Context: an optimization exercise on an open-source flow, tuned for small area, a short achievable clock period and few clock cycles. The choices shown serve that exercise and are no tape-out recipe. Only simulation tests tie the RTL to the original design; equivalence was not proved. Power figures rest on the tool's default switching activity, not on a simulated workload.

**flow/run.sh**
```bash
#!/bin/bash
# synth_recipe.tcl (not shown) runs the flow's synth.tcl, then flattens the netlist and writes it again
# the make line also repeats each setting of config.mk as NAME=value (left out here)
make -C /OpenROAD-flow-scripts/flow DESIGN_CONFIG=/design/flow/config.mk WORK_HOME=/design/flow/orfs CLKGATE_MAP_FILE= SYNTH_SCRIPT=/design/flow/synth_recipe.tcl finish
```
**flow/config.mk**
```make
export PLATFORM = sky130hd
export DESIGN_NAME = JAM
export DESIGN_NICKNAME = JAM
export VERILOG_FILES = /design/flow/design.v
export SDC_FILE = /design/flow/constraint.sdc
export NUM_CORES = 4
export LEC_CHECK = 0
export CAP_MARGIN = 20
export CORE_MARGIN = 2
export CORE_UTILIZATION = 40
export SLEW_MARGIN = 20
```
**flow/constraint.sdc**
```tcl
create_clock -name core_clock -period 6.0 [get_ports {CLK}]
set_input_delay 1.2000 -clock core_clock [delete_from_list [all_inputs] [get_ports {CLK}]]
set_output_delay 1.2000 -clock core_clock [all_outputs]
set_load 0.01 [all_outputs]
```
**flow/design.v**
```verilog
`timescale 1ns/10ps
module JAM (
    input CLK,
    input RST,
    output reg [2:0] W,
    output [2:0] J,
    input [6:0] Cost,
    output reg [3:0] MatchCount,
    output reg [9:0] MinCost,
    output reg Valid );
parameter STATE_IDLE = 2'd0;
parameter STATE_INPUT = 2'd1;
parameter STATE_OUT = 2'd2;
parameter STATE_ALG = 2'd3;
integer i;
reg [1:0]cur_state;
reg [1:0]nx_state;
reg [2:0]n[0:7];
reg [2:0]nx_n[0:7];
reg [2:0]change1;
reg [2:0]change2;
reg [2:0]count1;
reg [2:0]count2;
reg [3:0]delay;
reg [9:0]totalCost;
reg [2:0]flag;
reg stop_count1;
reg stop_w;
reg [2:0]cost_delay;
always@(posedge CLK or posedge RST)begin
    if(RST)begin
        cur_state <= STATE_IDLE;
    end
    else begin
        cur_state <= nx_state;
    end
end
always@( * )begin
    case(cur_state)
        STATE_IDLE: nx_state = STATE_INPUT;
        STATE_INPUT: begin
            if(cost_delay == 1)begin
                if(flag == 3'd7) nx_state = STATE_OUT;
                else if(delay > 1) nx_state = STATE_ALG;
                else nx_state = STATE_INPUT;
            end
            else begin
                nx_state = STATE_INPUT;
            end
        end
        STATE_OUT: nx_state = STATE_OUT;
        STATE_ALG: nx_state = STATE_INPUT;
    endcase
end
always@(posedge CLK or posedge RST)begin
    if(RST)begin
        for(i = 0 ; i < 8 ; i = i + 1) n[i] <= i;
    end
    else if(cur_state == STATE_INPUT && cost_delay == 1 && delay > 1)begin
        for(i = 0 ; i < 8 ; i = i + 1) n[i] <= nx_n[i];
    end
    else begin
        for(i = 0 ; i < 8 ; i = i + 1) n[i] <= n[i];
    end
end
always@(posedge CLK or posedge RST)begin
    if(RST)begin
        for(i = 0 ; i < 8 ; i = i + 1) nx_n[i] <= i;
    end
    else if(cur_state == STATE_INPUT && count2 == change1 && stop_count1)begin
        if(delay == 0)begin
            nx_n[change1] <= nx_n[change2];
            nx_n[change2] <= nx_n[change1];
        end
        else if(delay == 1)begin
            case(change1)
                5:begin
                    nx_n[6] <= nx_n[7];
                    nx_n[7] <= nx_n[6];
                end
                4:begin
                    nx_n[7] <= nx_n[5];
                    nx_n[5] <= nx_n[7];
                end
                3:begin
                    nx_n[7] <= nx_n[4];
                    nx_n[6] <= nx_n[5];
                    nx_n[5] <= nx_n[6];
                    nx_n[4] <= nx_n[7];
                end
                2:begin
                    nx_n[7] <= nx_n[3];
                    nx_n[6] <= nx_n[4];
                    nx_n[4] <= nx_n[6];
                    nx_n[3] <= nx_n[7];
                end
                1:begin
                    nx_n[7] <= nx_n[2];
                    nx_n[6] <= nx_n[3];
                    nx_n[5] <= nx_n[4];
                    nx_n[4] <= nx_n[5];
                    nx_n[3] <= nx_n[6];
                    nx_n[2] <= nx_n[7];
                end
                0:begin
                    nx_n[7] <= nx_n[1];
                    nx_n[6] <= nx_n[2];
                    nx_n[5] <= nx_n[3];
                    nx_n[3] <= nx_n[5];
                    nx_n[2] <= nx_n[6];
                    nx_n[1] <= nx_n[7];
                end
                default:begin
                    nx_n[0] <= nx_n[0];
                    nx_n[1] <= nx_n[1];
                    nx_n[2] <= nx_n[2];
                    nx_n[3] <= nx_n[3];
                    nx_n[4] <= nx_n[4];
                    nx_n[5] <= nx_n[5];
                    nx_n[6] <= nx_n[6];
                    nx_n[7] <= nx_n[7];
                end 
            endcase
        end
        else begin
            nx_n[0] <= nx_n[0];
            nx_n[1] <= nx_n[1];
            nx_n[2] <= nx_n[2];
            nx_n[3] <= nx_n[3];
            nx_n[4] <= nx_n[4];
            nx_n[5] <= nx_n[5];
            nx_n[6] <= nx_n[6];
            nx_n[7] <= nx_n[7];
        end
    end
end
always@(posedge CLK or posedge RST)begin
    if(RST)begin
        change1 <= 7;
    end
    else if(cur_state == STATE_INPUT)begin
        if(n[count1] > n[count1-1])begin
            change1 <= count1 - 1;
        end
        else begin
            change1 <= change1;
        end
    end
    else begin
        change1 <= 7;
    end
end
always@(posedge CLK or posedge RST)begin
    if(RST)begin
        change2 <= 7;
    end
    else if(cur_state == STATE_INPUT && stop_count1)begin
        if((n[count2] - n[change1]) > 0 && (n[count2] - n[change1]) < (n[count2] - n[change2]))begin
            change2 <= count2;
        end
        else begin
            change2 <= change2;
        end
    end
    else begin
        change2 <= 7;
    end
end
always@(posedge CLK or posedge RST)begin
    if(RST)begin
        count1 <= 7;
    end
    else if(cur_state == STATE_INPUT && !stop_count1)begin
        if(n[count1] > n[count1-1])begin
            count1 <= count1;
        end
        else begin
            count1 <= count1 - 1;
        end
    end
    else begin
        count1 <= 7;
    end
end
always@(posedge CLK or posedge RST)begin
    if(RST)begin
        stop_count1 <= 0;
    end
    else if(cur_state == STATE_INPUT)begin
        if(n[count1] > n[count1-1])begin
            stop_count1 <= 1;
        end
        else begin
            stop_count1 <= stop_count1;
        end
    end
    else begin
        stop_count1 <= 0;
    end
end
always@(posedge CLK or posedge RST)begin
    if(RST)begin
        count2 <= 7;
    end
    else if(cur_state == STATE_INPUT && stop_count1)begin
        if(count2 > change1)begin
            count2 <= count2 - 1;
        end
        else begin
            count2 <= count2;
        end
    end
    else begin
        count2 <= 7;
    end
end
always@(posedge CLK or posedge RST)begin
    if(RST)begin
        delay <= 0;
    end
    else if(cur_state == STATE_INPUT && count2 == change1 && stop_count1)begin
        delay <= delay + 1;
    end
    else begin
        delay <= 0;
    end
end
always@(posedge CLK or posedge RST)begin
    if(RST)begin
        W <= 0;
    end
    else if(cur_state == STATE_INPUT && !stop_w)begin
        if(W < 7)begin
            W <= W + 1;
        end
        else begin
            W <= W;
        end
    end
    else if(cur_state == STATE_ALG)begin
        W <= 1;
    end
    else begin
        W <= 0;
    end
end
always@(posedge CLK or posedge RST)begin
    if(RST)begin
        stop_w <= 0;
    end
    else if(cur_state == STATE_INPUT)begin
        if(W == 7)begin
            stop_w <= 1;
        end
        else begin
            stop_w <= stop_w;
        end
    end
    else begin
        stop_w <= 0;
    end
end
always@(posedge CLK or posedge RST)begin
    if(RST)begin
        cost_delay <= 0;
    end
    else if(cur_state == STATE_INPUT)begin
        if(stop_w)begin
            cost_delay <= cost_delay + 1;
        end
        else begin
            cost_delay <= cost_delay;
        end
    end
    else begin
        cost_delay <= 0;
    end
end
assign J = n[W];
always@(posedge CLK or posedge RST)begin
    if(RST)begin
        totalCost <= 0;
    end
    else if(cur_state == STATE_INPUT)begin
        if(cost_delay != 2 && W > 0)begin
            totalCost <= totalCost + Cost;
        end
        else begin
            totalCost <= totalCost;
        end
    end
    else begin
        totalCost <= 0;
    end
end
always@(posedge CLK or posedge RST)begin
    if(RST)begin
        MinCost <= 0;
    end
    else if(cur_state == STATE_INPUT && cost_delay == 1 && (delay > 1 || flag == 3'd7))begin
        if(MinCost == 0)begin
            MinCost <= totalCost;
        end
        else if(MinCost > totalCost)begin
            MinCost <= totalCost;
        end
        else begin
            MinCost <= MinCost;
        end
    end
    else begin
        MinCost <= MinCost;
    end
end
always@(posedge CLK or posedge RST)begin
    if(RST)begin
        MatchCount <= 0;
    end
    else if(cur_state == STATE_INPUT && cost_delay == 1 && (delay > 1 || flag == 3'd7))begin
        if(MinCost == totalCost)begin
            MatchCount <= MatchCount + 1;
        end
        else if(MinCost > totalCost || MinCost == 0)begin
            MatchCount <= 1;
        end
        else begin
            MatchCount <= MatchCount;
        end
    end
    else begin
        MatchCount <= MatchCount;
    end
end
always@(posedge CLK or posedge RST)begin
    if(RST)begin
        flag <= 0;
    end
    else if(cur_state == STATE_INPUT)begin
        if(0 < W && !stop_w)begin
            if((n[W-1] - 1) == n[W])begin
                flag <= flag + 1;
            end
            else begin
                flag <= flag;
            end
        end
        else begin
            flag <= flag;
        end
    end
    else begin
        flag <= 0;
    end
end
always@(posedge CLK or posedge RST)begin
    if(RST)begin
        Valid <= 0;
    end
    else if(cur_state == STATE_OUT)begin
        Valid <= 1;
    end
    else begin
        Valid <= 0;
    end
end
endmodule
```
==> summary.md <==
| Metric | Value |
|---|---|
| Port Buf Inserts | `29` |
| Worst setup EP type | `register` |
| Final slew viol count | `0` |
| Area overhead of the layout relative to synthesis | `8.75%` |
| Die area | `~0.022 mm²` |
| Reg-to-reg slack, setup | `1.56 ns` |
| Combinational family with the most area after synthesis | `compound AO/OA/AOI/OAI gates` |
| Chip Height | `149 µm` |
| Core Footprint | `0.0204 mm²` |
| Number of post-CTS setup repair buffers | `0` |
| Data arrival at the endpoint of the critical path | `4.72 ns` |
| Number of remaining DRC errors | `0` |
| Dominant cells by area after synthesis | `dfrtp_1 (20%), dfstp_2 (11%), ha_1 (9.5%)` |
| Worst min-delay path category | `register to register` |
| Number of hold violations in the final report | `0` |
| Synth Area in Compound Gates | `0.239` |
| Maximum clock path buffer count | `2` |
| Crit start category | `register` |
| Clock tree root buffer cell | `clkbuf_16` |
| Synth async-reset ratio | `1.00` |
| Top flip-flop cell by instance count after synthesis | `dfrtp_1` |
| Post-synthesis net count | `1034` |
| Synthesized area | `0.00839 mm²` |
| Buffers & Inverters on Critical Path | `1` |
| # resized after CTS | `0` |
| Share of the synthesized area in the top cell type | `0.197` |
| Clock tree from TritonCTS | `yes` |
| Post-synthesis sequential element count | `102` |
| Iter 0 DRT Violations | `763` |
| Average routed wire per standard cell | `19.5 µm` |
| Multiplexer area fraction after synthesis | `0.118` |
| Total routing usage reported by global routing | `0.221` |
| Residual overflow from global routing | `0` |
| Total of hold buffers inserted after clock tree synthesis | `0` |
| Worst hold path cell count | `2` |
| Worst-path cell chain | `inv_1 > nand2_1 > o22ai_1 > a221o_1 > o21ai_0 > fa_1 > ha_1 > a21o_1 > a211oi_1 > mux2i_1 > nand2_1` |
| Post-Synthesis Mean Instance Area | `8.76 µm²` |
| Worst Max-Slew Pin Slew | `1.11 ns` |
| Fin crit share | `0.739` |
| Crit-path leading delay family | `compound AO/OA/AOI/OAI gates` |
| Warnings from Yosys | `3` |
| Biggest area consumer among synthesized cells | `dfrtp_1` |
| Setup repair after global routing missed its margin | `false` |
| Die X | `149 µm` |
| Fraction of the mapped netlist area in adder cells | `0.103` |
| Initial Util | `0.411` |
| HPWL after DPL | `16.8 mm` |
| Most frequent standard cell in the layout excluding fill and tap cells | `nand2_1` |
| Hold_sp | `nx_n[4][2]` |
| Reg2Reg Launch Point | `change1[2]` |
| Post-synth EDFFs | `0` |
| CP Max Fanout | `35` |
| R2R Path End | `change2[1]` |
| Maximum level of the CTS H-tree | `3` |
| Data required, critical path | `6.28 ns` |
| Clock latency (worst-skew pair) | `0.36 ns` |
| Routed wire length | `~24 mm` |
| Via count of the first global-routing pass | `6931` |
| Cells on worst reg2reg path | `11` |
| Cell Pwr Density | `roughly 180 mW/mm²` |
| Part of the Yosys area used for sequential elements | `0.309` |
| Antenna cells | `0` |
| Type of the worst setup path | `register to register` |
| Critical Path Slowest Stage Cell | `dfstp_2` |
| Clock Skews | `0.00743 ns` |
| Antenna violations before repair | `0` |
| Synth Area in XOR/XNOR | `0.0249` |
| Leakage dissipation | `3.96 nW` |
| Number of search-and-repair iterations in the first detailed-routing pass | `6` |
| Routability Congestion | `0.895` |
| Cell total after placement | `about 1200` |
| Register clock-pin slew on the reported worst setup and hold paths | `0.08 ns` |
| Setup TNS Final | `0 ns` |
| Setup violations, final | `0` |
| Num ports | `30` |
| Shortest clock period the worst path allows after layout | `4.44 ns` |
| Peak Freq | `225 MHz` |
| Wire length of the first global-routing pass | `38.7 mm` |
| Simple-gate share of the synthesized area | `0.147` |
| Via count | `7344` |
| Cell row count | `52` |
| Clock sink count | `a little over 100` |
| Proportion of layout cells with a drive suffix above 1 | `0.137` |
| Max stage delay on crit path | `0.96 ns` |
| Cell Count, Final, Fillers Out | `1213` |
| Avg Vias per Cell | `6.05` |
| Cell repeated most along the worst path | `nand2_1` |
| Maximum number of pins on one net before global-route repair | `71` |
| Number of buffers inserted during clock tree synthesis | `9` |
| Distinct cell type count after synthesis | `70` |
| Largest vdd supply drop | `128 µV` |
| Number of fill cells in the layout | `a little over 2000` |
| Maxcap violations | `0` |
| Highest-count cells in the layout ignoring fill and taps | `nand2_1 (104), dfrtp_1 (66), ha_1 (64)` |
| Post-layout nets | `1014` |
| Worst min-delay path endpoint | `nx_n[4][2]` |
| Antenna violation net count after detailed routing | `0` |
| Worst max-slew margin expressed relative to the limit | `0.258` |
| Count of mapped cells out of synthesis | `958` |
| Outcome | `timing/DRC/antenna clean` |
## cell type report
cell class	instances	area, µm²	share of cell area
Clock buffer	10	229	0.0251
Clock inverter	6	65.1	0.00713
Inverter	58	220	0.0241
Multi-Input combinational cell	727	5310	0.581
Sequential cell	102	2600	0.285
Tap cell	270	338	0.0370
Timing Repair Buffer	40	373	0.0408
## registers in the layout (all words and copies together), names as in the netlist
name,flops
delay,4
MatchCount,4
nx_n,24
count1,3
count2,3
Valid,1
MinCost,10
cur_state,2
cost_delay,3
W,3
totalCost,10
stop_count1,1
flag,3
stop_w,1
change2,3
change1,3
n,24
## power breakdown
group          total [mW]  internal, mW  leakage [nW]  switching (mW)
combinational       0.244         0.118          2.55           0.125
clock               0.599         0.295         0.137           0.305
sequential          0.756         0.721          1.26          0.0358
total                1.60          1.13          3.96           0.466
## cells by family after synthesis
kind of cell,count (synthesis)
AOI/OAI and AO/OA,290
xor gates and xnor gates,23
adders and majority gates,67
buffers and inverters,129
DFF,102
muxes,88
and+or+nand+nor,259
## synthesized netlist by cell type (all sizes together) (4+ instances only)
cell     number
dfrtp        66
ha           64
a22oi        20
a22o          7
a221oi       19
nor2b        15
inv          58
o211ai       25
and2         13
xor2          6
nand4         7
o221ai        4
xnor2        17
a21oi        56
a31oi         6
o22ai        19
buf          15
nand2       104
o31ai         4
mux4          4
mux2         50
dfstp        36
o311ai        4
o21a          9
a211oi        7
nor2         42
nand3b        4
nor3         15
clkbuf       56
a21o         16
mux2i        34
o21ai        57
a211o         4
nand2b        9
a2111oi       4
nand3        34
a222oi        6
## tightest hold or removal path, cell delays in order, from the launching register on
cell and delay, ns:
dfstp_2 0.40, nand2_1 0.06, o31ai_1 0.06
## routing by layer
layer,up-vias,track usage,wire [µm]
li1,3474,-,-
met5,-,0,0
met4,0,0.0610,529
met1,3490,0.315,10700
met2,331,0.340,10600
met3,49,0.0462,1870
## through the flow
stage                     setup slack (ns)  hold slack (ns)  utilization  power (mW)  cell area (µm²)
after floorplan                       1.96            0.465            -       0.959             8390
after global placement                1.76            0.504        0.432        1.01             8830
after detailed placement              1.62            0.508        0.432        1.01             8830
after CTS                             1.63            0.519        0.447        1.62             9130
after global routing                  1.22            0.536        0.447        1.70             9130
final                                 1.56            0.519        0.447        1.60             9130
## how the worst max path moves through the flow
| stage | from | end | slack, ns | depth (start not counted) |
|---|---|---|---|---|
| global route | change1[2] | change2[1] | 1.22 | 11 |
| CTS | change1[2] | change2[1] | 1.63 | 11 |
| detailed placement | change1[2] | change2[1] | 1.62 | 11 |
| global placement | change1[2] | change2[1] | 1.76 | 11 |
| finish | change1[2] | change2[1] | 1.56 | 11 |
| floorplan | change1[0] | change2[2] | 1.96 | 16 |
Testbench counts, summed over its fixed seeds: cycles 4,999,608.

[what the ideal ports hide]
In the flow no input, the clock included, has a driving cell. The finished layout below was timed again as built, in two steps.
Step 1, drivers: a clkbuf_16 drives CLK and a buf_2 each remaining input, both assumed.
Step 2, shift: input delay + t, output delay - t, t = (earliest + latest rising clock arrival at the registers) / 2. This alone moves slack from input paths to output paths.
Three values: no drivers, after step 1, after step 2; two values: the first two.
shift t [ns]: 0.402
setup slack, ns: 1.564 / 1.564 / 1.564
slew at the worst register clock pin (ns): 0.08 / 0.08
worst slew at a driven data input, ns: 0.05
After both steps this run still meets setup and hold. The setup slack of this run moves by 0.000 ns with the drivers and by 0.000 ns with both steps.
